Context: an optimization exercise on an open-source flow, tuned for small area, a short achievable clock period and few clock cycles. The choices shown serve that exercise and are no tape-out recipe. The RTL was checked by simulation tests, not by an equivalence proof against the original design. No activity file was given, so power comes from the tool's default toggle rates.

## design/flow/run.sh

```bash
#!/bin/bash
# synth_recipe.tcl (not shown) runs the flow's synth.tcl, then flattens the netlist and writes it again
# the make line also repeats each setting of config.mk as NAME=value (left out here)
make -C /OpenROAD-flow-scripts/flow DESIGN_CONFIG=/design/flow/config.mk WORK_HOME=/design/flow/orfs CLKGATE_MAP_FILE= SYNTH_SCRIPT=/design/flow/synth_recipe.tcl finish
```

## design/flow/config.mk

```make
export PLATFORM = sky130hd
export DESIGN_NAME = Samsun_Core
export DESIGN_NICKNAME = Samsun_Core
export VERILOG_FILES = /design/flow/design.v
export SDC_FILE = /design/flow/constraint.sdc
export NUM_CORES = 4
export LEC_CHECK = 0
export CAP_MARGIN = 20
export CORE_MARGIN = 2
export CORE_UTILIZATION = 40
export PLACE_DENSITY = 0.6
export SLEW_MARGIN = 20
```

## design/flow/constraint.sdc

```tcl
create_clock -name core_clock -period 8.0 [get_ports {clk_i}]
set_input_delay 1.6000 -clock core_clock [delete_from_list [all_inputs] [get_ports {clk_i}]]
set_output_delay 1.6000 -clock core_clock [all_outputs]
set_load 0.01 [all_outputs]
```

## design/flow/design.v

```verilog
`timescale 1ns / 1ps
module ALU (
   input    wire [3 :0] ctrl_i      , 
   input    wire [31:0] operand1_i  ,
   input    wire [31:0] operand2_i  ,
   output   wire [31:0] result_o    
);
wire [31:0] result_xor_w   ;
wire [31:0] result_or_w    ;
wire [31:0] result_and_w   ;
wire [31:0] result_sll_w   ;
wire [31:0] result_srl_w   ;
wire [31:0] result_sra_w   ;
wire [31:0] result_slt_w   ;
wire [31:0] result_sltu_w  ;
wire [31:0] result_seq_w   ;
assign result_xor_w  = operand1_i   ^    operand2_i ;
assign result_or_w   = operand1_i   |    operand2_i ;
assign result_and_w  = operand1_i   &    operand2_i ;
assign result_sll_w  = operand1_i   <<   operand2_i[4:0] ;
assign result_srl_w  = operand1_i   >>   operand2_i[4:0] ;
assign result_sra_w  = $signed(operand1_i) >>> $signed(operand2_i[4:0])                ;
assign result_slt_w  = ($signed(operand1_i) < $signed(operand2_i))   ? 32'b1 : 32'b0   ;
assign result_sltu_w = (operand1_i < operand2_i)                     ? 32'b1 : 32'b0   ;
assign result_seq_w  = (operand1_i == operand2_i)                    ? 32'b1 : 32'b0   ; 
wire firstCarry = (ctrl_i == 4'h2) ; 
wire [32:0] addition_operand1_w = (firstCarry) ? { operand1_i,firstCarry} : {operand1_i,firstCarry}  ; 
wire [32:0] addition_operand2_w = (firstCarry) ? {~operand2_i,firstCarry} : {operand2_i,firstCarry}  ; 
wire [32:0] addition_result_w ; 
assign addition_result_w = addition_operand1_w + addition_operand2_w ;
assign result_o =
(ctrl_i == 4'h1 ) | (ctrl_i == 4'h2 )   ? addition_result_w [32:1] : 
(ctrl_i == 4'h3 )                              ? result_sll_w             :
(ctrl_i == 4'hC )                              ? result_slt_w             :
(ctrl_i == 4'hD)                              ? result_sltu_w            :
(ctrl_i == 4'h6 )                              ? result_xor_w             :
(ctrl_i == 4'h7 )                              ? result_srl_w             :
(ctrl_i == 4'h8 )                              ? result_sra_w             :
(ctrl_i == 4'h9  )                              ? result_or_w              :
(ctrl_i == 4'hA )                              ? result_and_w             :
(ctrl_i == 4'hB )                              ? result_seq_w             :
32'b0 ;
endmodule
`timescale 1ns / 1ps
module Base_RegFile 
(
   input   wire           clk_i       ,
   input   wire           rst_i       ,
   input   wire  [ 4:0]   rs1_addr_i  ,
   input   wire  [ 4:0]   rs2_addr_i  ,
   output  wire  [31:0]   rs1_o       ,
   output  wire  [31:0]   rs2_o       ,
   input   wire  [ 4:0]   rd_addr_i   ,
   input   wire  [31:0]   rd_i        ,
   input   wire           wr_i        
);
reg [31:0] regFile [0:31] ;
assign rs1_o = rs1_addr_i == 0 ? 0 : regFile[rs1_addr_i];
assign rs2_o = rs2_addr_i == 0 ? 0 : regFile[rs2_addr_i];
integer i ; 
always @(posedge clk_i) begin
   if (rst_i) begin
      for (i = 0; i<=31 ; i=i+1) begin
         regFile[i] <= 0 ;
      end
   end
   if (wr_i && (rd_addr_i != 0)) begin
      regFile[rd_addr_i] <= rd_i ; 
   end
end
endmodule
`timescale 1ns / 1ps
module HazardUnit
(
   input    logic [4:0] decode_rs1_addr_i    ,
   input    logic [4:0] decode_rs2_addr_i    ,
   input    logic [4:0] exec_rd_addr_i       ,
   input    logic       exec_ctrl_regwen_i   ,
   input    logic [4:0] mem_rd_addr_i        ,
   input    logic       mem_ctrl_regwen_i    ,
   input    logic [4:0] wb_rd_addr_i         ,
   input    logic       wb_ctrl_regwen_i     ,
   output   logic       stall                ,
   output   logic       flushE                
);
wire dependency_exec_rs1   = (((decode_rs1_addr_i == exec_rd_addr_i) && exec_ctrl_regwen_i) && (decode_rs1_addr_i != 0))  ;
wire dependency_mem_rs1    = (((decode_rs1_addr_i == mem_rd_addr_i)  && mem_ctrl_regwen_i)  && (decode_rs1_addr_i != 0))  ;
wire dependency_wb_rs1     = (((decode_rs1_addr_i == wb_rd_addr_i)   && wb_ctrl_regwen_i)   && (decode_rs1_addr_i != 0))  ;
wire dependency_exec_rs2   = (((decode_rs2_addr_i == exec_rd_addr_i) && exec_ctrl_regwen_i) && (decode_rs2_addr_i != 0))  ;
wire dependency_mem_rs2    = (((decode_rs2_addr_i == mem_rd_addr_i)  && mem_ctrl_regwen_i)  && (decode_rs2_addr_i != 0))  ;
wire dependency_wb_rs2     = (((decode_rs2_addr_i == wb_rd_addr_i)   && wb_ctrl_regwen_i)   && (decode_rs2_addr_i != 0))  ;
assign stall  = dependency_exec_rs1 || dependency_mem_rs1 || dependency_wb_rs1 || dependency_exec_rs2 || dependency_mem_rs2 || dependency_wb_rs2 ;
assign flushE = stall ;  
endmodule
`timescale 1ns / 1ps
module Fetch
# (parameter BOOT_ADDR = 32'h00_00_00_00)
(
   input    logic          clk_i                   ,
   input    logic          rst_i                   ,
   output   logic [31:0]   imem_request_pc_o       ,
   input    logic [31:0]   imem_response_pc_i      ,
   input    logic [31:0]   imem_response_instr_i   ,
   output   logic [31:0]   decode_instr_o          ,
   output   logic [31:0]   decode_pc_o             ,
   output   logic [31:0]   decode_pcplus_o         ,
   input    logic          br_taken_i              ,
   input    logic [31:0]   br_tgt_addr_i           ,
   input    logic          stall_i                 ,
   input    logic          flush_i                 
);
logic          rst_flag       ;
logic [31:0]   pc_reg         ;
logic [31:0]   pc_plus        ;
assign pc_plus = rst_flag ? BOOT_ADDR : pc_reg + 4 ;
always_ff @(posedge clk_i) begin : PC_GenerationLogic
   if (rst_i) begin
      pc_reg         <= BOOT_ADDR      ;
      rst_flag       <= 1'b1           ;
   end else if (br_taken_i) begin 
      pc_reg         <= br_tgt_addr_i  ;
   end else if (!stall_i) begin 
      pc_reg         <= pc_plus        ;
      rst_flag       <= 1'b0           ;
   end
end
always_ff @(posedge clk_i) begin : Pipelining_Payload
   if (rst_i) begin
      decode_instr_o    <= 32'b0000000_00000_00000_000_00000_0000000                  ;
      decode_pc_o       <= 32'h00_00_00_00              ;
      decode_pcplus_o   <= 32'b0                   ;
   end else if (br_taken_i && ~rst_flag) begin
      decode_instr_o    <= 32'b0000000_00000_00000_000_00000_0000000                  ;
      decode_pc_o       <= br_tgt_addr_i           ;
      decode_pcplus_o   <= 32'b0                   ;
   end else if (!stall_i && ~rst_flag) begin
      decode_instr_o    <= imem_response_instr_i   ;
      decode_pc_o       <= imem_response_pc_i      ;
      decode_pcplus_o   <= pc_plus                 ;
   end
end
assign imem_request_pc_o = pc_reg                  ;
endmodule
`timescale 1ns / 1ps
module Decode
(
   input    logic                      clk_i                ,
   input    logic                      rst_i                ,
   input    logic [31:0]               ftch_instr_i         ,
   input    logic [31:0]               ftch_pc_i            ,
   input    logic [31:0]               ftch_pcplus_i        ,
   output   logic                      ftch_ready_o         ,
   output   logic [31:0]               exec_instr_o         ,
   output   logic [17-1:0]   exec_ctrl_signal_o   ,
   output   logic [31:0]               exec_rs1_o           ,
   output   logic [31:0]               exec_rs2_o           ,
   output   logic [31:0]               exec_immediate_o     ,
   output   logic [ 4:0]               exec_rd_addr_o       ,
   output   logic [31:0]               exec_pc_o            ,
   output   logic [31:0]               exec_pcplus_o        ,
   input    logic                      stall_i              ,
   input    logic                      flush_i              ,
   input    logic                      exec_br_taken_i      ,
   input    wire  [ 4:0]               wb_rd_addr_i         ,
   input    wire  [31:0]               wb_rd_i              ,
   input    wire                       wb_rd_en_i           ,
   output   logic [4:0]                monitor_rs1_addr_o   ,
   output   logic [4:0]                monitor_rs2_addr_o   
);
logic       flush ; 
reg [31:0]  immediate_r ;
reg [2:0]   instruction_type_r ;
wire [31:0] rs1_w ;
wire [31:0] rs2_w ;
Base_RegFile RegFile_Decode 
(
   .clk_i       (clk_i)                ,
   .rst_i       (rst_i)                ,
   .rs1_addr_i  (ftch_instr_i[19:15])  ,
   .rs2_addr_i  (ftch_instr_i[24:20])  ,
   .rs1_o       (rs1_w)                ,
   .rs2_o       (rs2_w)                ,
   .rd_addr_i   (wb_rd_addr_i)         ,
   .rd_i        (wb_rd_i)              ,
   .wr_i        (wb_rd_en_i)
);
wire [9-1 :0] decode_inst_w ; 
assign decode_inst_w = {ftch_instr_i[30], ftch_instr_i[14:12], ftch_instr_i[6:2]};
reg [17-1:0] ctrl_signal_r;
always @(*) begin
   casez(decode_inst_w)
      9'b000001100    : begin ctrl_signal_r = {2'b00   ,  3'b000 , 4'h1  , 5'b0_0_0_00 , 1'b1    , 2'b10}    ; end 
      9'b100001100    : begin ctrl_signal_r = {2'b00   ,  3'b000 , 4'h2  , 5'b0_0_0_00 , 1'b1    , 2'b10}    ; end 
      9'b000101100    : begin ctrl_signal_r = {2'b00   ,  3'b000 , 4'h3  , 5'b0_0_0_00 , 1'b1    , 2'b10}    ; end 
      9'b001001100    : begin ctrl_signal_r = {2'b00   ,  3'b000 , 4'hC  , 5'b0_0_0_00 , 1'b1    , 2'b10}    ; end 
      9'b001101100   : begin ctrl_signal_r = {2'b00   ,  3'b000 , 4'hD , 5'b0_0_0_00 , 1'b1    , 2'b10}   ; end 
      9'b010001100    : begin ctrl_signal_r = {2'b00   ,  3'b000 , 4'h6  , 5'b0_0_0_00 , 1'b1    , 2'b10}    ; end 
      9'b010101100    : begin ctrl_signal_r = {2'b00   ,  3'b000 , 4'h7  , 5'b0_0_0_00 , 1'b1    , 2'b10}    ; end 
      9'b110101100    : begin ctrl_signal_r = {2'b00   ,  3'b000 , 4'h8  , 5'b0_0_0_00 , 1'b1    , 2'b10}    ; end 
      9'b011001100     : begin ctrl_signal_r = {2'b00   ,  3'b000 , 4'h9   , 5'b0_0_0_00 , 1'b1    , 2'b10}     ; end 
      9'b011101100    : begin ctrl_signal_r = {2'b00   ,  3'b000 , 4'hA  , 5'b0_0_0_00 , 1'b1    , 2'b10}    ; end 
      9'b?00000100   : begin ctrl_signal_r = {2'b01   ,  3'b000 , 4'h1  , 5'b0_0_0_00 , 1'b1    , 2'b10}   ; end 
      9'b?01000100   : begin ctrl_signal_r = {2'b01   ,  3'b000 , 4'hC  , 5'b0_0_0_00 , 1'b1    , 2'b10}   ; end 
      9'b?01100100  : begin ctrl_signal_r = {2'b01   ,  3'b000 , 4'hD , 5'b0_0_0_00 , 1'b1    , 2'b10}  ; end 
      9'b?10000100   : begin ctrl_signal_r = {2'b01   ,  3'b000 , 4'h6  , 5'b0_0_0_00 , 1'b1    , 2'b10}   ; end 
      9'b?11000100    : begin ctrl_signal_r = {2'b01   ,  3'b000 , 4'h9   , 5'b0_0_0_00 , 1'b1    , 2'b10}    ; end 
      9'b?11100100   : begin ctrl_signal_r = {2'b01   ,  3'b000 , 4'hA  , 5'b0_0_0_00 , 1'b1    , 2'b10}   ; end 
      9'b000100100   : begin ctrl_signal_r = {2'b01   ,  3'b000 , 4'h3  , 5'b0_0_0_00 , 1'b1    , 2'b10}   ; end 
      9'b010100100   : begin ctrl_signal_r = {2'b01   ,  3'b000 , 4'h7  , 5'b0_0_0_00 , 1'b1    , 2'b10}   ; end 
      9'b110100100   : begin ctrl_signal_r = {2'b01   ,  3'b000 , 4'h8  , 5'b0_0_0_00 , 1'b1    , 2'b10}   ; end 
      9'b?00000000     : begin ctrl_signal_r = {2'b01   ,  3'b000 , 4'h1  , 5'b1_0_1_10   , 1'b1    , 2'b01 }     ; end 
      9'b?00100000     : begin ctrl_signal_r = {2'b01   ,  3'b000 , 4'h1  , 5'b1_0_1_01   , 1'b1    , 2'b01 }     ; end 
      9'b?01000000     : begin ctrl_signal_r = {2'b01   ,  3'b000 , 4'h1  , 5'b1_0_1_00   , 1'b1    , 2'b01 }     ; end 
      9'b?10000000    : begin ctrl_signal_r = {2'b01   ,  3'b000 , 4'h1  , 5'b1_0_0_10  , 1'b1    , 2'b01 }    ; end 
      9'b?10100000    : begin ctrl_signal_r = {2'b01   ,  3'b000 , 4'h1  , 5'b1_0_0_01  , 1'b1    , 2'b01 }    ; end 
      9'b?00001000     : begin ctrl_signal_r = {2'b01   ,  3'b000 , 4'h1  , 5'b1_1_0_10   , 1'b0 , 2'b10}     ; end 
      9'b?00101000     : begin ctrl_signal_r = {2'b01   ,  3'b000 , 4'h1  , 5'b1_1_0_01   , 1'b0 , 2'b10}     ; end 
      9'b?01001000     : begin ctrl_signal_r = {2'b01   ,  3'b000 , 4'h1  , 5'b1_1_0_00   , 1'b0 , 2'b10}     ; end 
      9'b?00011000    : begin ctrl_signal_r = {2'b00   ,  3'b001   , 4'hB  , 5'b0_0_0_00 , 1'b0 , 2'b10}    ; end 
      9'b?00111000    : begin ctrl_signal_r = {2'b00   ,  3'b010   , 4'hB  , 5'b0_0_0_00 , 1'b0 , 2'b10}    ; end 
      9'b?10011000    : begin ctrl_signal_r = {2'b00   ,  3'b001   , 4'hC  , 5'b0_0_0_00 , 1'b0 , 2'b10}    ; end 
      9'b?10111000    : begin ctrl_signal_r = {2'b00   ,  3'b010   , 4'hC  , 5'b0_0_0_00 , 1'b0 , 2'b10}    ; end 
      9'b?11011000   : begin ctrl_signal_r = {2'b00   ,  3'b001  , 4'hD , 5'b0_0_0_00 , 1'b0 , 2'b10}   ; end 
      9'b?11111000   : begin ctrl_signal_r = {2'b00   ,  3'b010  , 4'hD , 5'b0_0_0_00 , 1'b0 , 2'b10}   ; end 
      9'b????01101    : begin ctrl_signal_r = {2'b10  ,  3'b000 , 4'h1  , 5'b0_0_0_00 , 1'b1    , 2'b10}    ; end 
      9'b????00101  : begin ctrl_signal_r = {2'b11 ,  3'b000 , 4'h1  , 5'b0_0_0_00 , 1'b1    , 2'b10}  ; end 
      9'b????11011    : begin ctrl_signal_r = {2'b11 ,  3'b011  , 4'h1  , 5'b0_0_0_00 , 1'b1    , 2'b11   }    ; end 
      9'b?00011001   : begin ctrl_signal_r = {2'b01   ,  3'b100 , 4'h1  , 5'b0_0_0_00 , 1'b1    , 2'b11   }   ; end 
      default        : begin ctrl_signal_r = {2'b00   ,  3'b000 , 4'h0 , 5'b0_0_0_00 , 1'b0 , 2'b00     }    ; end  
   endcase
end
always_comb begin
   casez (ftch_instr_i[6:2])
      5'b01100 : begin instruction_type_r = 3'b000 ; end  
      5'b00?00 : begin instruction_type_r = 3'b001 ; end  
      5'b01000 : begin instruction_type_r = 3'b010 ; end 
      5'b11000 : begin instruction_type_r = 3'b011 ; end
      5'b0?101 : begin instruction_type_r = 3'b100 ; end
      5'b11011 : begin instruction_type_r = 3'b101 ; end 
      5'b11001 : begin instruction_type_r = 3'b001 ; end  
      default  : begin instruction_type_r = 3'b000 ; end  
   endcase
   case (instruction_type_r)
      3'b001  : begin immediate_r = { {21{ftch_instr_i[31]}}, ftch_instr_i[30:25], ftch_instr_i[24:21], ftch_instr_i[20]                                      }; end 
      3'b010  : begin immediate_r = { {21{ftch_instr_i[31]}}, ftch_instr_i[30:25], ftch_instr_i[11:8] , ftch_instr_i[7]                                       }; end 
      3'b011  : begin immediate_r = { {20{ftch_instr_i[31]}}, ftch_instr_i[7]    , ftch_instr_i[30:25], ftch_instr_i[11:8], {1{1'b0}}                         }; end 
      3'b100  : begin immediate_r = {     ftch_instr_i[31]  , ftch_instr_i[30:20], ftch_instr_i[19:12], {12{1'b0}}                                            }; end 
      3'b101  : begin immediate_r = { {12{ftch_instr_i[31]}}, ftch_instr_i[19:12], ftch_instr_i[20]   , ftch_instr_i[30:25], ftch_instr_i[24:21], {1{1'b0}}   }; end 
      default  : begin immediate_r = 32'h00000000; end
   endcase
end
assign flush = exec_br_taken_i | flush_i ; 
always_ff @(posedge clk_i) begin
   if (rst_i) begin
      exec_instr_o         <= 32'b0000000_00000_00000_000_00000_0000000                  ;
      exec_ctrl_signal_o   <= {2'b00   ,  3'b000 , 4'h0 , 5'b0_0_0_00 , 1'b0 , 2'b00     }            ;
      exec_pc_o            <= 32'h00_00_00_00              ;
      exec_pcplus_o        <= 32'b0                   ;
      exec_rd_addr_o       <= 5'b0                    ;
      exec_rs1_o           <= 32'b0                   ;
      exec_rs2_o           <= 32'b0                   ;
      exec_immediate_o     <= 32'b0                   ;
   end
   else if (flush) begin
      exec_instr_o         <= 32'b0000000_00000_00000_000_00000_0000000                  ;
      exec_ctrl_signal_o   <= {2'b00   ,  3'b000 , 4'h0 , 5'b0_0_0_00 , 1'b0 , 2'b00     }            ;
      exec_pc_o            <= 32'h00_00_00_00              ;
      exec_pcplus_o        <= 32'b0                   ;
      exec_rd_addr_o       <= 5'b0                    ;
      exec_rs1_o           <= 32'b0                   ;
      exec_rs2_o           <= 32'b0                   ;
      exec_immediate_o     <= 32'b0                   ;
   end
   else if(~stall_i) begin
      exec_instr_o         <= ftch_instr_i            ;
      exec_ctrl_signal_o   <= ctrl_signal_r           ;
      exec_pc_o            <= ftch_pc_i               ;
      exec_pcplus_o        <= ftch_pcplus_i           ;
      exec_rd_addr_o       <= ftch_instr_i[11:7]      ;
      exec_rs1_o           <= rs1_w                   ;
      exec_rs2_o           <= rs2_w                   ;
      exec_immediate_o     <= immediate_r             ;
   end
end
assign monitor_rs1_addr_o = ftch_instr_i[19:15] ;
assign monitor_rs2_addr_o = ftch_instr_i[24:20] ;
endmodule
`timescale 1ns / 1ps
module Execute
(
   input    logic                      clk_i                   ,
   input    logic                      rst_i                   ,
   output   logic                      ftch_flush_o            ,
   output   logic [31:0]               ftch_target_addr_o      ,
   input    logic [31:0]               decode_instr_i          ,
   input    logic [17-1:0]   decode_control_i        ,
   input    logic [31:0]               decode_rs1_i            ,
   input    logic [31:0]               decode_rs2_i            ,
   input    logic [31:0]               decode_immediate_i      ,
   input    logic [ 4:0]               decode_rd_addr_i        ,
   input    logic [31:0]               decode_pc_i             ,
   input    logic [31:0]               decode_pcplus_i         ,
   output   logic                      decode_ready_o          ,
   output   logic [31:0]               mem_instr_o             ,
   output   logic [17-1:0]   mem_control_o           ,
   output   logic [31:0]               mem_aluResult_o         ,
   output   logic [31:0]               mem_data_o              ,
   output   logic [31:0]               mem_rd_addr_o           ,
   output   logic [31:0]               mem_pcplus_o            ,
   input    logic                      mem_ready_i             ,
   output   logic                      monitor_load_o          
);
wire [31:0] alu_result_w ;
wire [31:0] operand1_w = ~decode_control_i[16] ? decode_rs1_i :
                         decode_control_i[15]  ? decode_pc_i  : 32'b0 ;
wire [31:0] operand2_w = (decode_control_i[16] | decode_control_i[15]) ? decode_immediate_i : decode_rs2_i ;
ALU ALU_Execute
(
   .ctrl_i     (decode_control_i[11:8]),
   .operand1_i (operand1_w)               ,
   .operand2_i (operand2_w)               ,
   .result_o   (alu_result_w)
);
assign ftch_target_addr_o  = (decode_control_i[14:12] == 3'b100) ? {alu_result_w[31:1], 1'b0} :
                                                                           decode_pc_i + decode_immediate_i ;
always_comb begin
   case (decode_control_i[14:12])
      3'b001  : begin ftch_flush_o = alu_result_w[0]  ; end
      3'b010 : begin ftch_flush_o = ~alu_result_w[0] ; end
      3'b011   : begin ftch_flush_o = 1'b1             ; end
      3'b100  : begin ftch_flush_o = 1'b1             ; end
      default       : begin ftch_flush_o = 1'b0             ; end
   endcase
end
assign monitor_load_o =  decode_control_i[6];
always_ff @(posedge clk_i) begin 
   if (rst_i) begin
      mem_instr_o       <= 32'b0000000_00000_00000_000_00000_0000000                  ;
      mem_control_o     <= {2'b00   ,  3'b000 , 4'h0 , 5'b0_0_0_00 , 1'b0 , 2'b00     }            ;
      mem_aluResult_o   <= 32'b0                   ;
      mem_data_o        <= 32'b0                   ;
      mem_rd_addr_o     <= 5'b0                    ;
      mem_pcplus_o      <= 32'b0                   ;
   end 
   else if (1'b1) begin
      mem_instr_o       <= decode_instr_i          ;
      mem_control_o     <= decode_control_i        ;
      mem_aluResult_o   <= alu_result_w            ;
      mem_data_o        <= decode_rs2_i            ;
      mem_rd_addr_o     <= decode_rd_addr_i        ;
      mem_pcplus_o      <= decode_pcplus_i         ;
   end
end
assign decode_ready_o = mem_ready_i ; 
endmodule
`timescale 1ns / 1ps
module Memory
(
   input    logic                      clk_i             ,
   input    logic                      rst_i             ,
   input    logic [31:0]               exec_instr_i      ,
   input    logic [17-1:0]   exec_control_i    ,
   input    logic [31:0]               exec_aluResult_i  ,
   input    logic [31:0]               exec_data_i       ,
   input    logic [31:0]               exec_rd_addr_i    ,
   input    logic [31:0]               exec_pcplus_i     ,
   output   logic                      exec_ready_o      ,
   output   logic [31:0]               wb_instr_o        ,
   output   logic [17-1:0]   wb_control_o      ,
   output   logic [31:0]               wb_aluResult_o    ,
   output   logic [31:0]               wb_readData_o     ,
   output   logic [31:0]               wb_rd_addr_o      ,
   output   logic [31:0]               wb_pcplus_o       ,
   input    logic                      wb_ready_i        ,
   output   logic                      dmem_wen_o        ,
   output   logic [31:0]               dmem_addr_o       ,
   output   logic [31:0]               dmem_wdata_o      ,
   output   logic [ 3:0]               dmem_be_o         ,
   input    logic [31:0]               dmem_rdata_i            
);
assign dmem_wen_o   = exec_control_i[7] ? exec_control_i[6] : 1'b0  ;
assign dmem_addr_o  = exec_aluResult_i                              ;
always_comb begin
   case (exec_control_i[4:3])
      2'b01   : begin
                   dmem_wdata_o = {2{exec_data_i[15:0]}} ;
                   dmem_be_o    = exec_aluResult_i[1] ? 4'b1100 : 4'b0011 ;
                end
      2'b10   : begin
                   dmem_wdata_o = {4{exec_data_i[7:0]}} ;
                   dmem_be_o    = 4'b0001 << exec_aluResult_i[1:0] ;
                end
      default : begin
                   dmem_wdata_o = exec_data_i ;
                   dmem_be_o    = 4'b1111 ;
                end
   endcase
end
always_ff @(posedge clk_i) begin
   if (rst_i) begin
      wb_instr_o     <= 32'b0000000_00000_00000_000_00000_0000000            ;
      wb_control_o   <= {2'b00   ,  3'b000 , 4'h0 , 5'b0_0_0_00 , 1'b0 , 2'b00     }      ;
      wb_aluResult_o <= 32'b0             ;
      wb_readData_o  <= 32'b0             ;
      wb_rd_addr_o   <= 5'b0              ;
      wb_pcplus_o    <= 32'b0             ;
   end 
   else if (1'b1) begin
      wb_instr_o     <= exec_instr_i      ;
      wb_control_o   <= exec_control_i    ;
      wb_aluResult_o <= exec_aluResult_i  ;
      wb_readData_o  <= dmem_rdata_i      ;
      wb_rd_addr_o   <= exec_rd_addr_i    ;
      wb_pcplus_o    <= exec_pcplus_i     ;
   end
end
assign exec_ready_o = wb_ready_i          ; 
endmodule
`timescale 1ns / 1ps
module WriteBack
(
   input    logic [31:0]                mem_instr_i             ,
   input    logic [17-1:0]    mem_control_i           ,
   input    logic [31:0]                mem_aluResult_i         ,
   input    logic [31:0]                mem_readData_i          ,
   input    logic [31:0]                mem_rd_addr_i           ,
   input    logic [31:0]                mem_pcplus_i            ,
   output   logic                       mem_ready_o             ,
   output   logic                       decode_ctrl_regen_o     ,
   output   logic [31:0]                decode_rd_o             ,
   output   logic [ 4:0]                decode_rd_addr_o        
);
wire [1:0]  load_offset_w = mem_aluResult_i[1:0] ;
wire [31:0] load_shift_w  = mem_readData_i >> {load_offset_w, 3'b000} ;
wire        load_signed_w = mem_control_i[5] ;
logic [31:0] load_data_w ;
always_comb begin
   case (mem_control_i[4:3])
      2'b01   : load_data_w = {{16{load_signed_w & load_shift_w[15]}}, load_shift_w[15:0]} ;
      2'b10   : load_data_w = {{24{load_signed_w & load_shift_w[7]}} , load_shift_w[7:0] } ;
      default : load_data_w = mem_readData_i ;
   endcase
end
assign decode_rd_o = 
(mem_control_i[1:0] == 2'b01)   ?  load_data_w       : 
(mem_control_i[1:0] == 2'b10)  ?  mem_aluResult_i   :
(mem_control_i[1:0] == 2'b11)     ?  mem_pcplus_i      :
                                          32'b0             ;
assign decode_rd_addr_o    = mem_rd_addr_i ; 
assign decode_ctrl_regen_o = mem_control_i[2:2] ; 
assign mem_ready_o = 1'b1 ; 
endmodule
`timescale 1ns / 1ps
module Samsun_Core
(
   input    logic                      clk_i                   ,
   input    logic                      rst_i                   ,
   output   logic [31:0]               imem_request_pc_o       ,
   input    logic [31:0]               imem_response_pc_i      ,
   input    logic [31:0]               imem_response_instr_i   ,
   output   logic                      dmem_wen_o              ,
   output   logic [31:0]               dmem_addr_o             ,
   output   logic [31:0]               dmem_wdata_o            ,
   output   logic [ 3:0]               dmem_be_o               ,
   input    logic [31:0]               dmem_rdata_i            
);
logic [31:0]               decode_instr      ;
logic [31:0]               decode_pc         ;
logic [31:0]               decode_pcplus     ;
logic                      fetch_ready       ;
logic                      br_taken          ;
logic [31:0]               br_tgt_addr       ;
logic [31:0]               exec_instr        ;
logic [17-1:0]   exec_ctrl_signal  ;
logic [31:0]               exec_rs1          ;
logic [31:0]               exec_rs2          ;
logic [31:0]               exec_immediate    ;
logic [ 4:0]               exec_rd_addr      ;
logic [31:0]               exec_pc           ;
logic [31:0]               exec_pcplus       ;
logic                      exec_ready        ;
logic [31:0]               mem_instr         ;
logic [17-1:0]   mem_control       ;
logic [31:0]               mem_aluResult     ;
logic [31:0]               mem_data          ;
logic [31:0]               mem_rd_addr       ;
logic [31:0]               mem_pcplus        ;
logic                      mem_ready         ;
wire  [ 4:0]               decode_rd_addr    ;
wire  [31:0]               decode_rd         ;
wire                       decode_rd_en      ;
logic [31:0]               wb_instr          ;
logic [17-1:0]   wb_control        ;
logic [31:0]               wb_aluResult      ;
logic [31:0]               wb_readData       ;
logic [31:0]               wb_rd_addr        ;
logic [31:0]               wb_pcplus         ;
logic stall       ;
logic fetch_flush ; 
logic exec_flush ;
wire  decode_ready ;
assign fetch_flush = 1'b0 ;
logic monitor_load_o ;
logic [4:0]                decode_rs1_addr   ;
logic [4:0]                decode_rs2_addr   ;
Fetch Fetch_Core 
(
   .clk_i                  (clk_i                  ),
   .rst_i                  (rst_i                  ),
   .imem_request_pc_o      (imem_request_pc_o      ),
   .imem_response_pc_i     (imem_response_pc_i     ),
   .imem_response_instr_i  (imem_response_instr_i  ),
   .decode_instr_o         (decode_instr           ),
   .decode_pc_o            (decode_pc              ),
   .decode_pcplus_o        (decode_pcplus          ),
   .br_taken_i             (br_taken               ),
   .br_tgt_addr_i          (br_tgt_addr            ),
   .stall_i                (stall                  ),
   .flush_i                (fetch_flush            )
);
Decode Decode_Core
(
   .clk_i                  (clk_i                  ),
   .rst_i                  (rst_i                  ),
   .ftch_instr_i           (decode_instr           ),
   .ftch_pc_i              (decode_pc              ),
   .ftch_pcplus_i          (decode_pcplus          ),
   .ftch_ready_o           (fetch_ready            ),
   .exec_instr_o           (exec_instr             ),
   .exec_ctrl_signal_o     (exec_ctrl_signal       ),
   .exec_rs1_o             (exec_rs1               ),
   .exec_rs2_o             (exec_rs2               ),
   .exec_immediate_o       (exec_immediate         ),
   .exec_rd_addr_o         (exec_rd_addr           ),
   .exec_pc_o              (exec_pc                ),
   .exec_pcplus_o          (exec_pcplus            ),
   .stall_i                (1'b0                   ),
   .flush_i                (exec_flush             ),
   .exec_br_taken_i        (br_taken               ),
   .wb_rd_addr_i           (decode_rd_addr         ),
   .wb_rd_i                (decode_rd              ),
   .wb_rd_en_i             (decode_rd_en           ),
   .monitor_rs1_addr_o     (decode_rs1_addr        ),
   .monitor_rs2_addr_o     (decode_rs2_addr        )
);
Execute Execute_Core
(
   .clk_i                  (clk_i                  ),
   .rst_i                  (rst_i                  ),
   .ftch_flush_o           (br_taken               ),
   .ftch_target_addr_o     (br_tgt_addr            ),
   .decode_instr_i         (exec_instr             ),
   .decode_control_i       (exec_ctrl_signal       ),
   .decode_rs1_i           (exec_rs1               ),
   .decode_rs2_i           (exec_rs2               ),
   .decode_immediate_i     (exec_immediate         ),
   .decode_rd_addr_i       (exec_rd_addr           ),
   .decode_pc_i            (exec_pc                ),
   .decode_pcplus_i        (exec_pcplus            ),
   .decode_ready_o         (decode_ready           ),
   .mem_instr_o            (mem_instr              ),
   .mem_control_o          (mem_control            ),
   .mem_aluResult_o        (mem_aluResult          ),
   .mem_data_o             (mem_data               ),
   .mem_rd_addr_o          (mem_rd_addr            ),
   .mem_pcplus_o           (mem_pcplus             ),
   .mem_ready_i            (exec_ready             ),
   .monitor_load_o         (monitor_load_o         )
);
Memory Memory_Core
(
   .clk_i                  (clk_i                 ),
   .rst_i                  (rst_i                 ),
   .exec_instr_i           (mem_instr             ),
   .exec_control_i         (mem_control           ),
   .exec_aluResult_i       (mem_aluResult         ),
   .exec_data_i            (mem_data              ),
   .exec_rd_addr_i         (mem_rd_addr           ),
   .exec_pcplus_i          (mem_pcplus            ),
   .exec_ready_o           (exec_ready            ),
   .wb_instr_o             (wb_instr              ),
   .wb_control_o           (wb_control            ),
   .wb_aluResult_o         (wb_aluResult          ),
   .wb_readData_o          (wb_readData           ),
   .wb_rd_addr_o           (wb_rd_addr            ),
   .wb_pcplus_o            (wb_pcplus             ),
   .wb_ready_i             (mem_ready             ),
   .dmem_wen_o             (dmem_wen_o            ),
   .dmem_addr_o            (dmem_addr_o           ),
   .dmem_wdata_o           (dmem_wdata_o          ),
   .dmem_be_o              (dmem_be_o             ),
   .dmem_rdata_i           (dmem_rdata_i          )
);
WriteBack WriteBack_Core
(
   .mem_instr_i            (wb_instr               ),
   .mem_control_i          (wb_control             ),
   .mem_aluResult_i        (wb_aluResult           ),
   .mem_readData_i         (wb_readData            ),
   .mem_rd_addr_i          (wb_rd_addr             ),
   .mem_pcplus_i           (wb_pcplus              ),
   .mem_ready_o            (mem_ready              ),
   .decode_ctrl_regen_o    (decode_rd_en           ),
   .decode_rd_o            (decode_rd              ),
   .decode_rd_addr_o       (decode_rd_addr         )
);
HazardUnit HazardUnit_Core
(
   .decode_rs1_addr_i      (decode_rs1_addr           ),
   .decode_rs2_addr_i      (decode_rs2_addr           ),
   .exec_rd_addr_i         (exec_rd_addr              ),
   .exec_ctrl_regwen_i     (exec_ctrl_signal[2:2]  ),
   .mem_rd_addr_i          (mem_rd_addr               ),
   .mem_ctrl_regwen_i      (mem_control[2:2]       ),
   .wb_rd_addr_i           (wb_rd_addr                ),
   .wb_ctrl_regwen_i       (wb_control[2:2]        ),
   .stall                  (stall                     ),
   .flushE                 (exec_flush                )
);
endmodule
```

==> results.py <==
metrics = {
    "route": {
        "drc_errors": 0,
        "drtAntennaViolNets": 0,
        "vias": 61100,
        "viasPerCell": 6.249,
        "routedWlPerCell_um": 35.10,
        "firstDrtPassIters": 8,
        "wl_um": 343200,
        "drt_iter0_drc": 8677,
    },
    "yosys": {
        "synthCells": 6929,
        "yosysUniqueCellTypes": 98,
        "synthArstFlopShare": 0,
        "yosys_most_used_dff": "edfxtp_1",
        "avgSynthCellArea_um2": 11.81,
        "ys_seq_elements": 1549,
        "synth_edf_count": 1024,
        "synth_seq_area_share": 0.5040,
        "ys_warn_count": 8,
        "netlist_area_um2": 81870,
    },
    "timing": {
        "skew_ps": 56.74,
        "drv_slew": 0,
        "finalSetupViolations": 0,
        "period_needed_ps": 6393,
        "hold_viol": 0,
        "rsz0062_at_grt": "no",
        "worst_pin_slew_ps": 1212,
        "fmax_mhz": 156.4,
        "fin_tns_setup_ps": 0,
        "fin_crit_sh": 0.7991,
        "worst_slew_margin_rel": 0.1887,
    },
    "status": {
        "status": "complete, no violations",
    },
    "layout": {
        "drive_above_1_share": 0.1887,
        "final_nets": 7193,
        "area_delta_synth_final_pct": 13.27,
        "largest_reg_flops": 1024,
        "regMostFlops": "Decode_Core.RegFile_Decode.regFile",
    },
    "setup_path": {
        "critPathKind": "flop to flop",
        "rrSetupSlack_ps": 1610,
        "r2r_end": "Fetch_Core.decode_pc_o[7]",
        "cp_max_fo": 35,
        "endpoint": "Fetch_Core.decode_pc_o[7]",
        "startpoint_type": "flop",
        "crit_arrival_ps": 7100,
        "cp-startpoint": "Decode_Core.exec_ctrl_signal_o[16]",
        "cp.required_ps": 8700,
        "r2r_start": "Decode_Core.exec_ctrl_signal_o[16]",
        "setup.worst_path.end_class": "flop",
        "ff2ff_path_depth": 17,
    },
    "place": {
        "port_buffers": 196,
        "globalplace.congestion": 1.038,
        "dp_hpwl_um": 235300,
    },
    "floorplanning": {
        "core_um2": 204000,
        "chipHeight_um": 456.4,
        "start_util": 0.4014,
        "die_width_um": 456.4,
        "dieArea_um2": 208300,
        "ioPinCount": 199,
        "core.rowCount": 166,
    },
    "clock_network": {
        "clockBufferDepth": 3,
        "clkLatencyLatePin_ps": 850,
        "postCtsSetupBuffers": 0,
        "holdBufCountCts": 0,
        "cts_resized": 0,
        "clk_pin_slew_ps": 60,
        "h-tree-depth": 4,
        "clockRootBuffer": "clkbuf_16",
        "cts_buffers": 168,
        "numClockSinks": 1549,
        "cts_tree": "yes",
    },
    "worst_hold_path": {
        "hold_class": "flop to flop",
    },
    "global_route": {
        "grt_pass1_wl_um": 473100,
        "antenna_found_initial": 27,
        "grt_overflow": 0,
        "grt_pass1_vias": 59600,
        "grt_usage": 0.3237,
        "grt_start_max_net_pins": 119,
    },
    "run": {
        "cap_violations": 0,
    },
    "pwr": {
        "leakagePower_nw": 31.74,
        "p_per_area_nw_per_um2": 334.1,
        "ir_worst_vdd_uv": 286.0,
        "finalPower_mw": 30.98,
    },
}
-- synthesized netlist by cell type (82+ instances only) --
library cell	count	share of area
a21oi_1	262	0.016
clkbuf_1	491	0.023
edfxtp_1	1024	0.38
o21ai_0	199	0.012
nor2b_1	235	0.018
mux2i_1	170	0.021
ha_1	164	0.025
inv_1	106	0.0049
nand2_1	489	0.022
mux4_2	654	0.18
nor2_1	1288	0.059
nand3_1	82	0.0050
and2_1	90	0.0069
dfxtp_1	525	0.13
-- through the flow --
stage	cells	utilization	area, µm²	setup slack, ps	hold WS [ps]
floorplan	6960	-	81980	2920	413.8
global placement	9444	0.4271	87110	1816	419.4
detailed placement	9448	0.4273	87150	1747	421.2
CTS	9753	0.4544	92670	1691	431.8
global route	9762	0.4545	92700	1434	453.4
finish	9776	0.4547	92730	1607	430.9
-- cells by family after synthesis --
logic type / after synthesis / synth area share
xor+xnor: 137 / 0.01466
fa+ha+maj: 165 / 0.02531
buf+inv: 744 / 0.03592
other cells: 1 / 0.00004581
mux: 848 / 0.2040
flops: 1549 / 0.5040
simple gates: 2431 / 0.1307
compound gates: 1054 / 0.08537
-- placed cells by master, fill, tap and decap left out, drive strengths merged, types with 164 or more instances in the layout --
cell type | synthesis | final
buf | 141 | 237
edfxtp | 1024 | 1024
clkbuf | 491 | 221
a21oi | 264 | 264
o21ai | 211 | 211
nand2 | 492 | 492
mux4 | 654 | 654
nor2 | 1288 | 1288
clkdlybuf4s50 | 0 | 195
mux2i | 170 | 170
ha | 164 | 164
nor2b | 235 | 235
dfxtp | 525 | 525
-- area by class of cell --
cell class,instances,area [µm²]
fillers,18600,111200
clock inverters,84,830.8
multi-input cells,4667,38240
flip-flops and latches,1549,41300
clock buffers,221,4686
well taps,2688,3363
repair buffers,432,3839
diodes,23,57.56
inverters,112,420.4
-- worst min path at each step --
stage                                            startpoint                             to  cells past startpoint
after floorplan           Decode_Core.exec_ctrl_signal_o[0]  Execute_Core.mem_control_o[0]                      1
after global placement    Decode_Core.exec_ctrl_signal_o[6]  Execute_Core.mem_control_o[6]                      1
after detailed placement       Decode_Core.exec_pcplus_o[3]   Execute_Core.mem_pcplus_o[3]                      1
after CTS                     Execute_Core.mem_pcplus_o[15]    Memory_Core.wb_pcplus_o[15]                      1
after global routing          Decode_Core.exec_pcplus_o[14]  Execute_Core.mem_pcplus_o[14]                      1
final                         Execute_Core.mem_pcplus_o[24]    Memory_Core.wb_pcplus_o[24]                      1
-- metal layers --
metal	track usage	share of wire	wire, µm
met1	0.4140	0.37	128200
met2	0.5050	0.45	156100
met3	0.06493	0.095	32680
met4	0.2020	0.076	25960
met5	0.005741	0.00082	283
-- worst max-delay path: stages (launching register included) --
cell and delay [ps]:
dfxtp_2 500, buf_4 390, nand3_1 190, nand2_1 110, buf_4 300, ha_1 390
nor4_2 480, nand4_1 310, or4b_1 730, a41o_1 350, and3b_1 210, o21ai_1 400
and4_1 380, a211oi_4 70, o21ai_1 690, buf_4 320, nor2_1 50, a2111oi_0 330
-- power by group --
part / switching [mW] / leakage (nW) / internal [mW]
registers: 1.11 / 14.8 / 9.26
logic: 8.15 / 14.2 / 4.64
clock network: 3.45 / 2.68 / 4.38
total: 12.7 / 31.7 / 18.3
Testbench counts, summed over its fixed seeds: cycles 65,799.

## static timing again, ports no longer ideal
In the flow no input, the clock included, has a driving cell. The finished layout below was timed again as built, in two steps.
Step 1 assumes that a clkbuf_16 drives the clock port and a buf_2 every other input.
Step 2 adds t to the input delays and takes it off the output delays; t is the mean of the earliest and latest rising clock arrival at the registers after step 1. Input paths then give back, and output paths get back, about the clock's delay inside the block.
Slacks: ideal / step 1 / step 2; pairs: ideal / step 1.
t (ns): 0.916
slack for setup (ns): 1.607 / 1.607 / 1.607
hold slack, ns: 0.431 / 0.431 / 0.431
worst setup path at the end: register to register
clock arrival spread, ns: 0.061 / 0.061
After both steps this run still meets setup and hold. For this run, drivers alone change the setup slack by 0.000 ns; drivers and shift together by 0.000 ns.
